Background: an optimization exercise with open tools, aiming at small area, a short achievable clock period and few clock cycles per item. Do not read the settings as production practice. In this exercise RTL edits were held to simulation tests only and were not proved equivalent to the original.

===== run.sh =====
#!/bin/bash
# synth_recipe.tcl (not shown) runs the flow's synth.tcl, then flattens the netlist and writes it again
# the make line also repeats each setting of config.mk as NAME=value (left out here)
make -C /OpenROAD-flow-scripts/flow DESIGN_CONFIG=/design/flow/config.mk WORK_HOME=/design/flow/orfs CLKGATE_MAP_FILE= SYNTH_SCRIPT=/design/flow/synth_recipe.tcl finish

===== config.mk =====
export PLATFORM = sky130hd
export DESIGN_NAME = accel_pcpi_wrapper
export DESIGN_NICKNAME = accel_pcpi_wrapper
export VERILOG_FILES = /design/flow/design.v
export SDC_FILE = /design/flow/constraint.sdc
export NUM_CORES = 8
export LEC_CHECK = 0
export CAP_MARGIN = 20
export CORE_MARGIN = 2
export CORE_UTILIZATION = 40
export SLEW_MARGIN = 20
export SYNTH_HIERARCHICAL = 1

===== constraint.sdc =====
create_clock -name core_clock -period 10.0 [get_ports {clk}]
set_input_delay 2.0000 -clock core_clock [delete_from_list [all_inputs] [get_ports {clk}]]
set_output_delay 2.0000 -clock core_clock [all_outputs]
set_load 0.01 [all_outputs]

===== design.v =====
`timescale 1ns/1ps
module accel_dot #(parameter int W = 32) (
  input  logic [31:0] a,      
  input  logic [15:0] x1,    
  input  logic [15:0] x2,    
  input  logic [15:0] ng,    
  input  logic [15:0] ne,    
  input  logic [W-1:0] sf,          
  input  logic [W-1:0] cf,          
  output logic [W-1:0] so,
  output logic [W-1:0] co
);
  logic [31:0] pp0_0;
  logic [29:0] pp0_1;
  logic [27:0] pp0_2;
  logic [25:0] pp0_3;
  logic [23:0] pp0_4;
  logic [21:0] pp0_5;
  logic [19:0] pp0_6;
  logic [17:0] pp0_7;
  logic [15:0] pp0_8;
  logic [13:0] pp0_9;
  logic [11:0] pp0_10;
  logic [9:0] pp0_11;
  logic [7:0] pp0_12;
  logic [5:0] pp0_13;
  logic [3:0] pp0_14;
  logic [1:0] pp0_15;
  genvar g;
  generate
    for (g = 0; g < 16; g++) begin : row
      localparam int MM = g / 16, DD = g % 16, WD = W - 2*DD;
      logic [WD:0] t;    
      assign t = ~({a[MM*W +: WD], 1'b0} ^ {(WD+1){ng[g]}});
      logic [WD-1:0] p;
      assign p = ~(({WD{x1[g]}} & t[WD:1]) | ({WD{x2[g]}} & t[WD-1:0]));
    end
  endgenerate
  assign pp0_0 = row[0].p;
  assign pp0_1 = row[1].p;
  assign pp0_2 = row[2].p;
  assign pp0_3 = row[3].p;
  assign pp0_4 = row[4].p;
  assign pp0_5 = row[5].p;
  assign pp0_6 = row[6].p;
  assign pp0_7 = row[7].p;
  assign pp0_8 = row[8].p;
  assign pp0_9 = row[9].p;
  assign pp0_10 = row[10].p;
  assign pp0_11 = row[11].p;
  assign pp0_12 = row[12].p;
  assign pp0_13 = row[13].p;
  assign pp0_14 = row[14].p;
  assign pp0_15 = row[15].p;
  logic [303:0] fs, fc;
  accel_ha u0 (ne[10], sf[20], fs[0], fc[0]);
  accel_ha u1 (sf[21], cf[21], fs[1], fc[1]);
  accel_fa u2 (ne[11], sf[22], cf[22], fs[2], fc[2]);
  accel_ha u3 (pp0_0[22], pp0_1[20], fs[3], fc[3]);
  accel_fa u4 (sf[23], cf[23], pp0_0[23], fs[4], fc[4]);
  accel_ha u5 (pp0_1[21], pp0_2[19], fs[5], fc[5]);
  accel_fa u6 (ne[12], sf[24], cf[24], fs[6], fc[6]);
  accel_fa u7 (pp0_0[24], pp0_1[22], pp0_2[20], fs[7], fc[7]);
  accel_ha u8 (pp0_3[18], pp0_4[16], fs[8], fc[8]);
  accel_fa u9 (sf[25], cf[25], pp0_0[25], fs[9], fc[9]);
  accel_fa u10 (pp0_1[23], pp0_2[21], pp0_3[19], fs[10], fc[10]);
  accel_ha u11 (pp0_4[17], pp0_5[15], fs[11], fc[11]);
  accel_fa u12 (ne[13], sf[26], cf[26], fs[12], fc[12]);
  accel_fa u13 (pp0_0[26], pp0_1[24], pp0_2[22], fs[13], fc[13]);
  accel_fa u14 (pp0_3[20], pp0_4[18], pp0_5[16], fs[14], fc[14]);
  accel_ha u15 (pp0_6[14], pp0_7[12], fs[15], fc[15]);
  accel_fa u16 (sf[27], cf[27], pp0_0[27], fs[16], fc[16]);
  accel_fa u17 (pp0_1[25], pp0_2[23], pp0_3[21], fs[17], fc[17]);
  accel_fa u18 (pp0_4[19], pp0_5[17], pp0_6[15], fs[18], fc[18]);
  accel_ha u19 (pp0_7[13], pp0_8[11], fs[19], fc[19]);
  accel_fa u20 (ne[14], sf[28], cf[28], fs[20], fc[20]);
  accel_fa u21 (pp0_0[28], pp0_1[26], pp0_2[24], fs[21], fc[21]);
  accel_fa u22 (pp0_3[22], pp0_4[20], pp0_5[18], fs[22], fc[22]);
  accel_fa u23 (pp0_6[16], pp0_7[14], pp0_8[12], fs[23], fc[23]);
  accel_ha u24 (pp0_9[10], pp0_10[8], fs[24], fc[24]);
  accel_fa u25 (sf[29], cf[29], pp0_0[29], fs[25], fc[25]);
  accel_fa u26 (pp0_1[27], pp0_2[25], pp0_3[23], fs[26], fc[26]);
  accel_fa u27 (pp0_4[21], pp0_5[19], pp0_6[17], fs[27], fc[27]);
  accel_fa u28 (pp0_7[15], pp0_8[13], pp0_9[11], fs[28], fc[28]);
  accel_ha u29 (pp0_10[9], pp0_11[7], fs[29], fc[29]);
  accel_fa u30 (ne[15], sf[30], cf[30], fs[30], fc[30]);
  accel_fa u31 (pp0_0[30], pp0_1[28], pp0_2[26], fs[31], fc[31]);
  accel_fa u32 (pp0_3[24], pp0_4[22], pp0_5[20], fs[32], fc[32]);
  accel_fa u33 (pp0_6[18], pp0_7[16], pp0_8[14], fs[33], fc[33]);
  accel_fa u34 (pp0_9[12], pp0_10[10], pp0_11[8], fs[34], fc[34]);
  accel_ha u35 (pp0_12[6], pp0_13[4], fs[35], fc[35]);
  accel_fa u36 (sf[31], cf[31], pp0_0[31], fs[36], fc[36]);
  accel_fa u37 (pp0_1[29], pp0_2[27], pp0_3[25], fs[37], fc[37]);
  accel_fa u38 (pp0_4[23], pp0_5[21], pp0_6[19], fs[38], fc[38]);
  accel_fa u39 (pp0_7[17], pp0_8[15], pp0_9[13], fs[39], fc[39]);
  accel_fa u40 (pp0_10[11], pp0_11[9], pp0_12[7], fs[40], fc[40]);
  assign fs[41] = pp0_13[5] ^ pp0_14[3];
  accel_ha u42 (ne[6], sf[12], fs[42], fc[42]);
  accel_ha u43 (sf[13], cf[13], fs[43], fc[43]);
  accel_fa u44 (ne[7], sf[14], cf[14], fs[44], fc[44]);
  accel_ha u45 (pp0_0[14], pp0_1[12], fs[45], fc[45]);
  accel_fa u46 (sf[15], cf[15], pp0_0[15], fs[46], fc[46]);
  accel_ha u47 (pp0_1[13], pp0_2[11], fs[47], fc[47]);
  accel_fa u48 (ne[8], sf[16], cf[16], fs[48], fc[48]);
  accel_fa u49 (pp0_0[16], pp0_1[14], pp0_2[12], fs[49], fc[49]);
  accel_ha u50 (pp0_3[10], pp0_4[8], fs[50], fc[50]);
  accel_fa u51 (sf[17], cf[17], pp0_0[17], fs[51], fc[51]);
  accel_fa u52 (pp0_1[15], pp0_2[13], pp0_3[11], fs[52], fc[52]);
  accel_ha u53 (pp0_4[9], pp0_5[7], fs[53], fc[53]);
  accel_fa u54 (ne[9], sf[18], cf[18], fs[54], fc[54]);
  accel_fa u55 (pp0_0[18], pp0_1[16], pp0_2[14], fs[55], fc[55]);
  accel_fa u56 (pp0_3[12], pp0_4[10], pp0_5[8], fs[56], fc[56]);
  accel_ha u57 (pp0_6[6], pp0_7[4], fs[57], fc[57]);
  accel_fa u58 (sf[19], cf[19], pp0_0[19], fs[58], fc[58]);
  accel_fa u59 (pp0_1[17], pp0_2[15], pp0_3[13], fs[59], fc[59]);
  accel_fa u60 (pp0_4[11], pp0_5[9], pp0_6[7], fs[60], fc[60]);
  accel_ha u61 (pp0_7[5], pp0_8[3], fs[61], fc[61]);
  accel_fa u62 (cf[20], pp0_0[20], pp0_1[18], fs[62], fc[62]);
  accel_fa u63 (pp0_2[16], pp0_3[14], pp0_4[12], fs[63], fc[63]);
  accel_fa u64 (pp0_5[10], pp0_6[8], pp0_7[6], fs[64], fc[64]);
  accel_fa u65 (pp0_8[4], pp0_9[2], pp0_10[0], fs[65], fc[65]);
  accel_fa u66 (pp0_0[21], pp0_1[19], pp0_2[17], fs[66], fc[66]);
  accel_fa u67 (pp0_3[15], pp0_4[13], pp0_5[11], fs[67], fc[67]);
  accel_fa u68 (pp0_6[9], pp0_7[7], pp0_8[5], fs[68], fc[68]);
  accel_fa u69 (pp0_9[3], pp0_10[1], fc[0], fs[69], fc[69]);
  accel_fa u70 (pp0_2[18], pp0_3[16], pp0_4[14], fs[70], fc[70]);
  accel_fa u71 (pp0_5[12], pp0_6[10], pp0_7[8], fs[71], fc[71]);
  accel_fa u72 (pp0_8[6], pp0_9[4], pp0_10[2], fs[72], fc[72]);
  accel_fa u73 (pp0_11[0], fc[1], fs[3], fs[73], fc[73]);
  accel_fa u74 (pp0_3[17], pp0_4[15], pp0_5[13], fs[74], fc[74]);
  accel_fa u75 (pp0_6[11], pp0_7[9], pp0_8[7], fs[75], fc[75]);
  accel_fa u76 (pp0_9[5], pp0_10[3], pp0_11[1], fs[76], fc[76]);
  accel_fa u77 (fc[3], fs[5], fc[2], fs[77], fc[77]);
  accel_fa u78 (pp0_5[14], pp0_6[12], pp0_7[10], fs[78], fc[78]);
  accel_fa u79 (pp0_8[8], pp0_9[6], pp0_10[4], fs[79], fc[79]);
  accel_fa u80 (pp0_11[2], pp0_12[0], fc[5], fs[80], fc[80]);
  accel_fa u81 (fs[8], fc[4], fs[6], fs[81], fc[81]);
  accel_fa u82 (pp0_6[13], pp0_7[11], pp0_8[9], fs[82], fc[82]);
  accel_fa u83 (pp0_9[7], pp0_10[5], pp0_11[3], fs[83], fc[83]);
  accel_fa u84 (pp0_12[1], fc[8], fs[11], fs[84], fc[84]);
  accel_fa u85 (fc[6], fc[7], fs[9], fs[85], fc[85]);
  accel_fa u86 (pp0_8[10], pp0_9[8], pp0_10[6], fs[86], fc[86]);
  accel_fa u87 (pp0_11[4], pp0_12[2], pp0_13[0], fs[87], fc[87]);
  accel_fa u88 (fc[11], fs[15], fc[9], fs[88], fc[88]);
  accel_fa u89 (fc[10], fs[12], fs[13], fs[89], fc[89]);
  accel_fa u90 (pp0_9[9], pp0_10[7], pp0_11[5], fs[90], fc[90]);
  accel_fa u91 (pp0_12[3], pp0_13[1], fc[15], fs[91], fc[91]);
  accel_fa u92 (fs[19], fc[12], fc[13], fs[92], fc[92]);
  accel_fa u93 (fc[14], fs[16], fs[17], fs[93], fc[93]);
  accel_fa u94 (pp0_11[6], pp0_12[4], pp0_13[2], fs[94], fc[94]);
  accel_fa u95 (pp0_14[0], fc[19], fs[24], fs[95], fc[95]);
  accel_fa u96 (fc[16], fc[17], fc[18], fs[96], fc[96]);
  accel_fa u97 (fs[20], fs[21], fs[22], fs[97], fc[97]);
  accel_fa u98 (pp0_12[5], pp0_13[3], pp0_14[1], fs[98], fc[98]);
  accel_fa u99 (fc[24], fs[29], fc[20], fs[99], fc[99]);
  accel_fa u100 (fc[21], fc[22], fc[23], fs[100], fc[100]);
  accel_fa u101 (fs[25], fs[26], fs[27], fs[101], fc[101]);
  accel_fa u102 (pp0_14[2], pp0_15[0], fc[29], fs[102], fc[102]);
  accel_fa u103 (fs[35], fc[25], fc[26], fs[103], fc[103]);
  accel_fa u104 (fc[27], fc[28], fs[30], fs[104], fc[104]);
  accel_fa u105 (fs[31], fs[32], fs[33], fs[105], fc[105]);
  accel_fa u106 (pp0_15[1], fc[35], fs[41], fs[106], fc[106]);
  accel_fa u107 (fc[30], fc[31], fc[32], fs[107], fc[107]);
  accel_fa u108 (fc[33], fc[34], fs[36], fs[108], fc[108]);
  accel_fa u109 (fs[37], fs[38], fs[39], fs[109], fc[109]);
  accel_ha u110 (ne[3], sf[6], fs[110], fc[110]);
  accel_ha u111 (sf[7], cf[7], fs[111], fc[111]);
  accel_fa u112 (ne[4], sf[8], cf[8], fs[112], fc[112]);
  accel_ha u113 (pp0_0[8], pp0_1[6], fs[113], fc[113]);
  accel_fa u114 (sf[9], cf[9], pp0_0[9], fs[114], fc[114]);
  accel_ha u115 (pp0_1[7], pp0_2[5], fs[115], fc[115]);
  accel_fa u116 (ne[5], sf[10], cf[10], fs[116], fc[116]);
  accel_fa u117 (pp0_0[10], pp0_1[8], pp0_2[6], fs[117], fc[117]);
  accel_ha u118 (pp0_3[4], pp0_4[2], fs[118], fc[118]);
  accel_fa u119 (sf[11], cf[11], pp0_0[11], fs[119], fc[119]);
  accel_fa u120 (pp0_1[9], pp0_2[7], pp0_3[5], fs[120], fc[120]);
  accel_ha u121 (pp0_4[3], pp0_5[1], fs[121], fc[121]);
  accel_fa u122 (cf[12], pp0_0[12], pp0_1[10], fs[122], fc[122]);
  accel_fa u123 (pp0_2[8], pp0_3[6], pp0_4[4], fs[123], fc[123]);
  accel_fa u124 (pp0_5[2], pp0_6[0], fs[42], fs[124], fc[124]);
  accel_fa u125 (pp0_0[13], pp0_1[11], pp0_2[9], fs[125], fc[125]);
  accel_fa u126 (pp0_3[7], pp0_4[5], pp0_5[3], fs[126], fc[126]);
  accel_fa u127 (pp0_6[1], fc[42], fs[43], fs[127], fc[127]);
  accel_fa u128 (pp0_2[10], pp0_3[8], pp0_4[6], fs[128], fc[128]);
  accel_fa u129 (pp0_5[4], pp0_6[2], pp0_7[0], fs[129], fc[129]);
  accel_fa u130 (fc[43], fs[45], fs[44], fs[130], fc[130]);
  accel_fa u131 (pp0_3[9], pp0_4[7], pp0_5[5], fs[131], fc[131]);
  accel_fa u132 (pp0_6[3], pp0_7[1], fc[45], fs[132], fc[132]);
  accel_fa u133 (fs[47], fc[44], fs[46], fs[133], fc[133]);
  accel_fa u134 (pp0_5[6], pp0_6[4], pp0_7[2], fs[134], fc[134]);
  accel_fa u135 (pp0_8[0], fc[47], fs[50], fs[135], fc[135]);
  accel_fa u136 (fc[46], fs[48], fs[49], fs[136], fc[136]);
  accel_fa u137 (pp0_6[5], pp0_7[3], pp0_8[1], fs[137], fc[137]);
  accel_fa u138 (fc[50], fs[53], fc[48], fs[138], fc[138]);
  accel_fa u139 (fc[49], fs[51], fs[52], fs[139], fc[139]);
  accel_fa u140 (pp0_8[2], pp0_9[0], fc[53], fs[140], fc[140]);
  accel_fa u141 (fs[57], fc[51], fc[52], fs[141], fc[141]);
  accel_fa u142 (fs[54], fs[55], fs[56], fs[142], fc[142]);
  accel_fa u143 (pp0_9[1], fc[57], fs[61], fs[143], fc[143]);
  accel_fa u144 (fc[54], fc[55], fc[56], fs[144], fc[144]);
  accel_fa u145 (fs[58], fs[59], fs[60], fs[145], fc[145]);
  accel_fa u146 (fc[61], fs[0], fc[58], fs[146], fc[146]);
  accel_fa u147 (fc[59], fc[60], fs[62], fs[147], fc[147]);
  accel_fa u148 (fs[63], fs[64], fs[65], fs[148], fc[148]);
  accel_fa u149 (fs[1], fc[62], fc[63], fs[149], fc[149]);
  accel_fa u150 (fc[64], fc[65], fs[66], fs[150], fc[150]);
  accel_fa u151 (fs[67], fs[68], fs[69], fs[151], fc[151]);
  accel_fa u152 (fc[66], fc[67], fc[68], fs[152], fc[152]);
  accel_fa u153 (fs[2], fs[70], fs[71], fs[153], fc[153]);
  accel_fa u154 (fs[72], fc[69], fs[73], fs[154], fc[154]);
  accel_fa u155 (fc[70], fc[71], fc[72], fs[155], fc[155]);
  accel_fa u156 (fs[74], fs[75], fs[76], fs[156], fc[156]);
  accel_fa u157 (fs[4], fc[73], fs[77], fs[157], fc[157]);
  accel_fa u158 (fc[74], fc[75], fc[76], fs[158], fc[158]);
  accel_fa u159 (fs[78], fs[79], fs[7], fs[159], fc[159]);
  accel_fa u160 (fc[77], fs[80], fs[81], fs[160], fc[160]);
  accel_fa u161 (fc[78], fc[79], fs[82], fs[161], fc[161]);
  accel_fa u162 (fs[83], fs[10], fc[80], fs[162], fc[162]);
  accel_fa u163 (fs[84], fc[81], fs[85], fs[163], fc[163]);
  accel_fa u164 (fc[82], fc[83], fs[86], fs[164], fc[164]);
  accel_fa u165 (fs[87], fs[14], fc[84], fs[165], fc[165]);
  accel_fa u166 (fc[85], fs[88], fs[89], fs[166], fc[166]);
  accel_fa u167 (fc[86], fc[87], fs[90], fs[167], fc[167]);
  accel_fa u168 (fs[18], fs[91], fc[88], fs[168], fc[168]);
  accel_fa u169 (fc[89], fs[92], fs[93], fs[169], fc[169]);
  accel_fa u170 (fc[90], fs[94], fs[23], fs[170], fc[170]);
  accel_fa u171 (fc[91], fc[92], fs[95], fs[171], fc[171]);
  accel_fa u172 (fc[93], fs[96], fs[97], fs[172], fc[172]);
  accel_fa u173 (fc[94], fs[98], fs[28], fs[173], fc[173]);
  accel_fa u174 (fc[95], fc[96], fs[99], fs[174], fc[174]);
  accel_fa u175 (fc[97], fs[100], fs[101], fs[175], fc[175]);
  accel_fa u176 (fc[98], fs[34], fc[99], fs[176], fc[176]);
  accel_fa u177 (fs[102], fc[100], fc[101], fs[177], fc[177]);
  accel_fa u178 (fs[103], fs[104], fs[105], fs[178], fc[178]);
  accel_fa u179 (fs[40], fc[102], fc[103], fs[179], fc[179]);
  accel_fa u180 (fs[106], fc[104], fc[105], fs[180], fc[180]);
  accel_fa u181 (fs[107], fs[108], fs[109], fs[181], fc[181]);
  accel_ha u182 (ne[1], sf[2], fs[182], fc[182]);
  accel_ha u183 (sf[3], cf[3], fs[183], fc[183]);
  accel_fa u184 (ne[2], sf[4], cf[4], fs[184], fc[184]);
  accel_ha u185 (pp0_0[4], pp0_1[2], fs[185], fc[185]);
  accel_fa u186 (sf[5], cf[5], pp0_0[5], fs[186], fc[186]);
  accel_ha u187 (pp0_1[3], pp0_2[1], fs[187], fc[187]);
  accel_fa u188 (cf[6], pp0_0[6], pp0_1[4], fs[188], fc[188]);
  accel_fa u189 (pp0_2[2], pp0_3[0], fs[110], fs[189], fc[189]);
  accel_fa u190 (pp0_0[7], pp0_1[5], pp0_2[3], fs[190], fc[190]);
  accel_fa u191 (pp0_3[1], fc[110], fs[111], fs[191], fc[191]);
  accel_fa u192 (pp0_2[4], pp0_3[2], pp0_4[0], fs[192], fc[192]);
  accel_fa u193 (fc[111], fs[113], fs[112], fs[193], fc[193]);
  accel_fa u194 (pp0_3[3], pp0_4[1], fc[113], fs[194], fc[194]);
  accel_fa u195 (fs[115], fc[112], fs[114], fs[195], fc[195]);
  accel_fa u196 (pp0_5[0], fc[115], fs[118], fs[196], fc[196]);
  accel_fa u197 (fc[114], fs[116], fs[117], fs[197], fc[197]);
  accel_fa u198 (fc[118], fs[121], fc[116], fs[198], fc[198]);
  accel_fa u199 (fc[117], fs[119], fs[120], fs[199], fc[199]);
  accel_fa u200 (fc[121], fc[119], fc[120], fs[200], fc[200]);
  accel_fa u201 (fs[122], fs[123], fs[124], fs[201], fc[201]);
  accel_fa u202 (fc[122], fc[123], fs[125], fs[202], fc[202]);
  accel_fa u203 (fs[126], fc[124], fs[127], fs[203], fc[203]);
  accel_fa u204 (fc[125], fc[126], fs[128], fs[204], fc[204]);
  accel_fa u205 (fs[129], fc[127], fs[130], fs[205], fc[205]);
  accel_fa u206 (fc[128], fc[129], fs[131], fs[206], fc[206]);
  accel_fa u207 (fs[132], fc[130], fs[133], fs[207], fc[207]);
  accel_fa u208 (fc[131], fs[134], fc[132], fs[208], fc[208]);
  accel_fa u209 (fs[135], fc[133], fs[136], fs[209], fc[209]);
  accel_fa u210 (fc[134], fs[137], fc[135], fs[210], fc[210]);
  accel_fa u211 (fs[138], fc[136], fs[139], fs[211], fc[211]);
  accel_fa u212 (fc[137], fc[138], fs[140], fs[212], fc[212]);
  accel_fa u213 (fc[139], fs[141], fs[142], fs[213], fc[213]);
  accel_fa u214 (fc[140], fc[141], fs[143], fs[214], fc[214]);
  accel_fa u215 (fc[142], fs[144], fs[145], fs[215], fc[215]);
  accel_fa u216 (fc[143], fc[144], fc[145], fs[216], fc[216]);
  accel_fa u217 (fs[146], fs[147], fs[148], fs[217], fc[217]);
  accel_fa u218 (fc[146], fc[147], fc[148], fs[218], fc[218]);
  accel_fa u219 (fs[149], fs[150], fs[151], fs[219], fc[219]);
  accel_fa u220 (fc[149], fc[150], fs[152], fs[220], fc[220]);
  accel_fa u221 (fs[153], fc[151], fs[154], fs[221], fc[221]);
  accel_fa u222 (fc[152], fc[153], fs[155], fs[222], fc[222]);
  accel_fa u223 (fs[156], fc[154], fs[157], fs[223], fc[223]);
  accel_fa u224 (fc[155], fc[156], fs[158], fs[224], fc[224]);
  accel_fa u225 (fs[159], fc[157], fs[160], fs[225], fc[225]);
  accel_fa u226 (fc[158], fc[159], fs[161], fs[226], fc[226]);
  accel_fa u227 (fs[162], fc[160], fs[163], fs[227], fc[227]);
  accel_fa u228 (fc[161], fs[164], fc[162], fs[228], fc[228]);
  accel_fa u229 (fs[165], fc[163], fs[166], fs[229], fc[229]);
  accel_fa u230 (fc[164], fs[167], fc[165], fs[230], fc[230]);
  accel_fa u231 (fs[168], fc[166], fs[169], fs[231], fc[231]);
  accel_fa u232 (fc[167], fs[170], fc[168], fs[232], fc[232]);
  accel_fa u233 (fs[171], fc[169], fs[172], fs[233], fc[233]);
  accel_fa u234 (fc[170], fs[173], fc[171], fs[234], fc[234]);
  accel_fa u235 (fs[174], fc[172], fs[175], fs[235], fc[235]);
  accel_fa u236 (fc[173], fc[174], fs[176], fs[236], fc[236]);
  accel_fa u237 (fc[175], fs[177], fs[178], fs[237], fc[237]);
  accel_fa u238 (fc[176], fc[177], fs[179], fs[238], fc[238]);
  accel_fa u239 (fc[178], fs[180], fs[181], fs[239], fc[239]);
  accel_ha u240 (ne[0], sf[0], fs[240], fc[240]);
  accel_ha u241 (sf[1], cf[1], fs[241], fc[241]);
  accel_fa u242 (cf[2], pp0_0[2], pp0_1[0], fs[242], fc[242]);
  accel_fa u243 (pp0_0[3], pp0_1[1], fc[182], fs[243], fc[243]);
  accel_fa u244 (pp0_2[0], fc[183], fs[185], fs[244], fc[244]);
  accel_fa u245 (fc[185], fs[187], fc[184], fs[245], fc[245]);
  accel_fa u246 (fc[187], fc[186], fs[188], fs[246], fc[246]);
  accel_fa u247 (fc[188], fs[190], fc[189], fs[247], fc[247]);
  accel_fa u248 (fc[190], fs[192], fc[191], fs[248], fc[248]);
  accel_fa u249 (fc[192], fs[194], fc[193], fs[249], fc[249]);
  accel_fa u250 (fc[194], fs[196], fc[195], fs[250], fc[250]);
  accel_fa u251 (fc[196], fs[198], fc[197], fs[251], fc[251]);
  accel_fa u252 (fc[198], fc[199], fs[200], fs[252], fc[252]);
  accel_fa u253 (fc[200], fs[202], fc[201], fs[253], fc[253]);
  accel_fa u254 (fc[202], fs[204], fc[203], fs[254], fc[254]);
  accel_fa u255 (fc[204], fs[206], fc[205], fs[255], fc[255]);
  accel_fa u256 (fc[206], fs[208], fc[207], fs[256], fc[256]);
  accel_fa u257 (fc[208], fs[210], fc[209], fs[257], fc[257]);
  accel_fa u258 (fc[210], fs[212], fc[211], fs[258], fc[258]);
  accel_fa u259 (fc[212], fs[214], fc[213], fs[259], fc[259]);
  accel_fa u260 (fc[214], fc[215], fs[216], fs[260], fc[260]);
  accel_fa u261 (fc[216], fc[217], fs[218], fs[261], fc[261]);
  accel_fa u262 (fc[218], fs[220], fc[219], fs[262], fc[262]);
  accel_fa u263 (fc[220], fs[222], fc[221], fs[263], fc[263]);
  accel_fa u264 (fc[222], fs[224], fc[223], fs[264], fc[264]);
  accel_fa u265 (fc[224], fs[226], fc[225], fs[265], fc[265]);
  accel_fa u266 (fc[226], fs[228], fc[227], fs[266], fc[266]);
  accel_fa u267 (fc[228], fs[230], fc[229], fs[267], fc[267]);
  accel_fa u268 (fc[230], fs[232], fc[231], fs[268], fc[268]);
  accel_fa u269 (fc[232], fs[234], fc[233], fs[269], fc[269]);
  accel_fa u270 (fc[234], fs[236], fc[235], fs[270], fc[270]);
  accel_fa u271 (fc[236], fs[238], fc[237], fs[271], fc[271]);
  accel_ha u272 (cf[0], pp0_0[0], fs[272], fc[272]);
  accel_fa u273 (pp0_0[1], fc[240], fs[241], fs[273], fc[273]);
  accel_fa u274 (fc[241], fs[182], fs[242], fs[274], fc[274]);
  accel_fa u275 (fs[183], fc[242], fs[243], fs[275], fc[275]);
  accel_fa u276 (fs[184], fc[243], fs[244], fs[276], fc[276]);
  accel_fa u277 (fs[186], fc[244], fs[245], fs[277], fc[277]);
  accel_fa u278 (fc[245], fs[189], fs[246], fs[278], fc[278]);
  accel_fa u279 (fs[191], fc[246], fs[247], fs[279], fc[279]);
  accel_fa u280 (fs[193], fc[247], fs[248], fs[280], fc[280]);
  accel_fa u281 (fs[195], fc[248], fs[249], fs[281], fc[281]);
  accel_fa u282 (fs[197], fc[249], fs[250], fs[282], fc[282]);
  accel_fa u283 (fs[199], fc[250], fs[251], fs[283], fc[283]);
  accel_fa u284 (fs[201], fc[251], fs[252], fs[284], fc[284]);
  accel_fa u285 (fs[203], fc[252], fs[253], fs[285], fc[285]);
  accel_fa u286 (fs[205], fc[253], fs[254], fs[286], fc[286]);
  accel_fa u287 (fs[207], fc[254], fs[255], fs[287], fc[287]);
  accel_fa u288 (fs[209], fc[255], fs[256], fs[288], fc[288]);
  accel_fa u289 (fs[211], fc[256], fs[257], fs[289], fc[289]);
  accel_fa u290 (fs[213], fc[257], fs[258], fs[290], fc[290]);
  accel_fa u291 (fs[215], fc[258], fs[259], fs[291], fc[291]);
  accel_fa u292 (fs[217], fc[259], fs[260], fs[292], fc[292]);
  accel_fa u293 (fs[219], fc[260], fs[261], fs[293], fc[293]);
  accel_fa u294 (fc[261], fs[221], fs[262], fs[294], fc[294]);
  accel_fa u295 (fs[223], fc[262], fs[263], fs[295], fc[295]);
  accel_fa u296 (fs[225], fc[263], fs[264], fs[296], fc[296]);
  accel_fa u297 (fs[227], fc[264], fs[265], fs[297], fc[297]);
  accel_fa u298 (fs[229], fc[265], fs[266], fs[298], fc[298]);
  accel_fa u299 (fs[231], fc[266], fs[267], fs[299], fc[299]);
  accel_fa u300 (fs[233], fc[267], fs[268], fs[300], fc[300]);
  accel_fa u301 (fs[235], fc[268], fs[269], fs[301], fc[301]);
  accel_fa u302 (fs[237], fc[269], fs[270], fs[302], fc[302]);
  accel_fa u303 (fs[239], fc[270], fs[271], fs[303], fc[303]);
  assign so = {fc[302], fc[301], fc[300], fc[299], fc[298], fc[297], fc[296], fc[295], fc[294], fc[293], fc[292], fc[291], fc[290], fc[289], fc[288], fc[287], fc[286], fc[285], fc[284], fc[283], fc[282], fc[281], fc[280], fc[279], fc[278], fc[277], fc[276], fc[275], fc[274], fc[273], fc[272], fs[272]};
  assign co = {fs[303], fs[302], fs[301], fs[300], fs[299], fs[298], fs[297], fs[296], fs[295], fs[294], fs[293], fs[292], fs[291], fs[290], fs[289], fs[288], fs[287], fs[286], fs[285], fs[284], fs[283], fs[282], fs[281], fs[280], fs[279], fs[278], fs[277], fs[276], fs[275], fs[274], fs[273], fs[240]};
endmodule
module accel_fa (input logic a, b, c, output logic s, co);
  assign s  = a ^ b ^ c;
  assign co = (a & b) | (c & (a ^ b));
endmodule
module accel_ha (input logic a, b, output logic s, co);
  assign s  = a ^ b;
  assign co = a & b;
endmodule
`timescale 1ns/1ps
module accel_pcpi_wrapper #(
  parameter int N = 4,
  parameter int W = 32
)(
  input  logic clk,
  input  logic rst_n,
  input  logic start_req,
  input  logic [N*N*W-1:0] memA,
  input  logic [N*N*W-1:0] memB,
  output logic done,
  output logic [N*N*W-1:0] result_flat
);
  localparam int K  = 4;           
  localparam int M  = N / K;       
  localparam int ND = W / 2;       
  logic [2:0] cnt;
  logic       first_q;             
  logic       idle, ld;
  logic [1:0] sel;               
  assign idle = (cnt == '0);
  assign ld   = idle ? start_req : (cnt != 3'(K));
  assign sel  = cnt[1:0];
  always_ff @(posedge clk or negedge rst_n) begin
    if (!rst_n) begin
      cnt     <= '0;
      first_q <= 1'b0;
      done    <= 1'b0;
    end else begin
      first_q <= idle & start_req;
      done    <= (cnt == 3'(K));
      if (idle)
        cnt <= start_req ? 3'(1) : '0;
      else if (cnt == 3'(K))
        cnt <= '0;
      else
        cnt <= cnt + 3'(1);
    end
  end
  genvar gi, gj, gm, gd;
  generate
    for (gi = 0; gi < N; gi++) begin : ar
      logic [M*W-1:0] a_q;
      for (gm = 0; gm < M; gm++) begin : m
        logic [W-1:0] av;
        always_comb begin
          av = memA[(gi*N+gm*K)*W +: W];
          for (int p = 1; p < K; p++)
            if (sel == 2'(p)) av = memA[(gi*N+gm*K+p)*W +: W];
        end
        always_ff @(posedge clk) a_q[gm*W +: W] <= av;
      end
    end
    for (gj = 0; gj < N; gj++) begin : br
      logic [M*ND-1:0] x1_q, x2_q, ng_q, ne;
      for (gm = 0; gm < M; gm++) begin : m
        logic [W-1:0] bv;
        always_comb begin
          bv = memB[((gm*K)*N+gj)*W +: W];
          for (int p = 1; p < K; p++)
            if (sel == 2'(p)) bv = memB[((gm*K+p)*N+gj)*W +: W];
        end
        logic [W:0] b;
        assign b = {bv, 1'b0};
        for (gd = 0; gd < ND; gd++) begin : d
          always_ff @(posedge clk) begin
            x1_q[gm*ND+gd] <= ld & (b[2*gd+1] ^ b[2*gd]);
            x2_q[gm*ND+gd] <= ld & (b[2*gd+2] ? ~(b[2*gd+1] | b[2*gd]) : (b[2*gd+1] & b[2*gd]));
            ng_q[gm*ND+gd] <= b[2*gd+2];
          end
        end
      end
      assign ne = ng_q | ~(x1_q | x2_q);
    end
    for (gi = 0; gi < N; gi++) begin : row
      for (gj = 0; gj < N; gj++) begin : col
        logic [W-1:0] s_q, c_q, s_d, c_d;
        accel_dot #(.W(W)) dot (
          .a(ar[gi].a_q),
          .x1(br[gj].x1_q), .x2(br[gj].x2_q), .ng(br[gj].ng_q), .ne(br[gj].ne),
          .sf(first_q ? '0 : s_q), .cf(first_q ? '0 : c_q),
          .so(s_d), .co(c_d));
        always_ff @(posedge clk) begin
          s_q <= s_d;
          c_q <= c_d;
        end
        assign result_flat[(gi*N+gj)*W +: W] = s_q + c_q;
      end
    end
  endgenerate
endmodule

==> out/metrics.cfg <==
[run_status]
outcome=timing/DRC/antenna clean

[hold_path]
hold_class=flop to flop
worst_hold_startpoint=cnt[2]
timing.hold.worst_endpoint=cnt[2]
timing.hold.worst_path_depth=2

[logic_synthesis]
synth-seq-area-share_pct=10.6
synth-seq-cells=1349
synth.distinct_cells=92
yosys_warnings=7
synth_nets=31300
postSynth.asyncResetShare_pct=0.371
synthesis.instances=24700
synth_edf_count=0
average_size_of_a_mapped_cell_um2=10.3
synth_flop_cell=dfxtp_1
synthesis.area_mm2=0.255

[cts]
post_cts.repair.setup_buffers=0
worst_skew_late_latency_ps=1020
clk_pin_slew_ps=70
cts-buffers-inserted=192
clk_path_buf_depth=4
cts_resized=0
cts_tree=yes
cts_hold_buffers=0
clock_tree.htree_level_count=4
clock_sink_count=1349
cts-root-buf=clkbuf_16

[global_route]
maximum_number_of_pins_on_one_net_before_global_route_repair=198
grtUsageTotal_pct=33.8
grt_antenna_before_repair=109
first_global_vias=207000
global_route.overflow_total=0
first_pass_grt_wire_length_mm=1570

[timing]
setup_violations=0
final_max_slew_viol_count=0
rsz0062_at_grt=no
finalWorstSetupSlack_ps=2500
actual_transition_at_the_worst_max_transition_pin_ps=1330
finalCritPeriodShare_pct=75.0
post-route-min-period_ps=7500
finalSetupTns_ps=0
report.final.hold_viol_count=0
maxClockFrequency_mhz=133
fin_skew_ps=98.5
relSlewSlack_pct=10.6

[routing]
post_route_antenna_net_violation_count=0
drt_drc_violations_left=0
routed_via_density=6.16
wirelength_mm=1120
route.detailed.wl_per_inst_um=34.5
drt_iter0_markers=23200
detail_route.first_pass.iterations=7
vias=200000

[placed_design]
postPlaceCellArea_mm2=0.266
dp_hpwl_mm=877
routabilityCongestion=1.03
placement.io_buffers=1539
worst_setup_timing_slack_at_the_placement_stage_ps=3640

[floorplanning]
die_x_um=803
fp.coreArea_mm2=0.636
pin_count=1540
die_area_mm2=0.645
effective_utilization_at_floorplan_pct=40.1
std_cell_rows=293
die_y_um=803

[finish]
postLayoutCoreUtil_pct=42.9
layout.nets=30200
design_area_mm2=0.273
area.growth.synth_to_final_pct=7.00
fill_cells=61300
post_route_cells_drive_above_1_share_pct=5.41

[worst_setup_path]
worst-endpoint-required_ps=8000
criticalPathCategory=flop to output pin
ff2ff_setup_slack_ps=4420
ff2ff_path_depth=10
critical_path.reg2reg.startpoint=br[1].ng_q[0]
worstSetupStartpointType=flop
timing.critical_path.fanout_max=5
critical_path_arrival_ps=5500
timing.critical_path.to_type=output pin
critical_path.reg2reg.endpoint=row[2].col[1].c_q[26]

[run]
max_cap_viol_count=0

==> synth_stat cells (all sizes together), types with 24 or more instances <==
master / count / area [um2]
o211ai: 24 / 185
dfxtp: 1344 / 26900
o21ai: 385 / 1950
a21o: 261 / 1960
ha: 1132 / 14200
nor2: 579 / 2220
xnor2: 4654 / 40800
nand2: 417 / 1570
o31a: 70 / 614
inv: 244 / 916
xor2: 174 / 1520
nand3: 98 / 490
a211oi: 80 / 606
clkbuf: 1017 / 3900
o21bai: 164 / 1230
and2: 77 / 482
a22oi: 4096 / 30700
nand4: 54 / 338
nor3: 62 / 310
a21oi: 1009 / 5130
fa: 4352 / 87100
nor2b: 1475 / 9230
mux2i: 252 / 2520
o21a: 71 / 533
buf: 2276 / 16600
a31oi: 43 / 290
and3: 49 / 332
==> critical path, stage by stage (launching register included) <==
cell and delay, ps:
dfxtp_1 340, ha_1 300, a21o_1 160, a21oi_1 250, o21ai_1 240, o31ai_2 530
nor4_1 170, o21bai_1 270, a21oi_1 170, a211oi_1 910, xnor2_2 430, clkdlybuf4s50_1 700
==> cells by family after synthesis <==
| kind of cell | Yosys count | synth area share (%) |
|---|---|---|
| compound gates | 6386 | 17.7 |
| fa+ha+maj | 5484 | 39.7 |
| xor+xnor | 4828 | 16.6 |
| buf+inv | 3537 | 8.40 |
| simple gates | 2905 | 6.13 |
| flops | 1349 | 10.6 |
| mux | 252 | 0.988 |
==> cell usage in the layout (no fill, tap or decap), types with 76 or more instances in the layout <==
| cell type | instances |
|---|---|
| diode_2 | 204 |
| a21o_1 | 261 |
| dfxtp_1 | 1093 |
| nand2_1 | 416 |
| fa_1 | 4352 |
| a21oi_1 | 971 |
| a22oi_1 | 4096 |
| o21bai_1 | 108 |
| buf_4 | 468 |
| nor2_1 | 570 |
| mux2i_1 | 250 |
| ha_1 | 1129 |
| nand3_1 | 98 |
| xnor2_1 | 4651 |
| xor2_1 | 173 |
| o21ai_0 | 340 |
| and2_1 | 76 |
| dfxtp_4 | 159 |
| clkbuf_16 | 203 |
| clkdlybuf4s50_1 | 1539 |
| dfxtp_2 | 92 |
| inv_1 | 244 |
| nor2b_1 | 1475 |
==> Yosys stat by module (local to each module, per instance), a selection <==
module,flip-flops and latches,cell area [um2]
accel_ha,0,12.5
accel_pcpi_wrapper,1349,71100
accel_fa,0,20.0
==> state kept, by name, summed over array words and instances, names as in the netlist <==
| name | count |
|---|---|
| br.x2_q | 64 |
| done | 1 |
| first_q | 1 |
| br.ng_q | 64 |
| br.x1_q | 64 |
| ar.a_q | 128 |
| row.col.s_q | 512 |
| cnt | 3 |
| row.col.c_q | 512 |
==> final cells by class <==
class | count | area (um2) | area share (%)
diodes | 204 | 510 | 0.187
repair buffers | 2026 | 19300 | 7.06
inverters | 244 | 916 | 0.335
flip-flops and latches | 1349 | 27700 | 10.2
clock inverters | 114 | 1500 | 0.549
clock buffers | 241 | 5370 | 1.97
well taps | 8407 | 10500 | 3.85
multi-input cells | 19900 | 207000 | 75.9
==> routing by layer <==
layer / GRT usage (%) / vias up / wire length (um) / share of wire [%]
met5: 0 / - / 299 / 0.027
met4: 26.4 / 44 / 108000 / 9.6
met3: 10.5 / 2698 / 123000 / 11
met2: 48.7 / 12500 / 463000 / 41
met1: 42.0 / 102000 / 424000 / 38
li1: - / 82400 / - / -
==> worst max-delay path by stage <==
| stage | from | to | slack [ps] | cells past startpoint |
|---|---|---|---|---|
| after global placement | row[1].col[0].s_q[1] | result_flat[159] | 3590 | 11 |
| after floorplan | row[1].col[2].s_q[0] | result_flat[222] | 5360 | 11 |
| after CTS | row[1].col[0].s_q[1] | result_flat[159] | 2480 | 11 |
| final | row[1].col[0].s_q[1] | result_flat[159] | 2500 | 11 |
| after detailed placement | row[1].col[0].s_q[1] | result_flat[159] | 3640 | 11 |
| after global routing | row[1].col[0].s_q[1] | result_flat[159] | 2310 | 11 |
==> stage by stage <==
step / std cells / hold slack, ps
4_1_cts: 32200 / 570
2_1_floorplan: 24700 / 492
6_report: 32400 / 571
3_5_place_dp: 31900 / 537
5_1_grt: 32400 / 587
3_3_place_gp: 31900 / 546
Testbench counts, summed over its fixed seeds: cycles 1,928, items 384.

==> what the ideal ports hide <==
Ports are ideal in the flow. The routed layout listed here was re-timed in OpenROAD.
Step 1 assumes that a clkbuf_16 drives the clock port and a buf_2 every other input.
Step 2 adds t to the input delays and takes it off the output delays; t is the mean of the earliest and latest rising clock arrival at the registers after step 1. Input paths then give back, and output paths get back, about the clock's delay inside the block.
Slacks: ideal / step 1 / step 2; pairs: ideal / step 1.
t, ns: 1.125
slack for setup (ns): 2.496 / 2.349 / 3.474
worst setup path at the end: register to output
clock arrival spread, ns: 0.104 / 0.104
worst register clock-pin slew, ns: 0.08 / 0.08
After both steps this run still meets setup and hold. For this run, drivers alone change the setup slack by -0.147 ns; drivers and shift together by +0.978 ns.
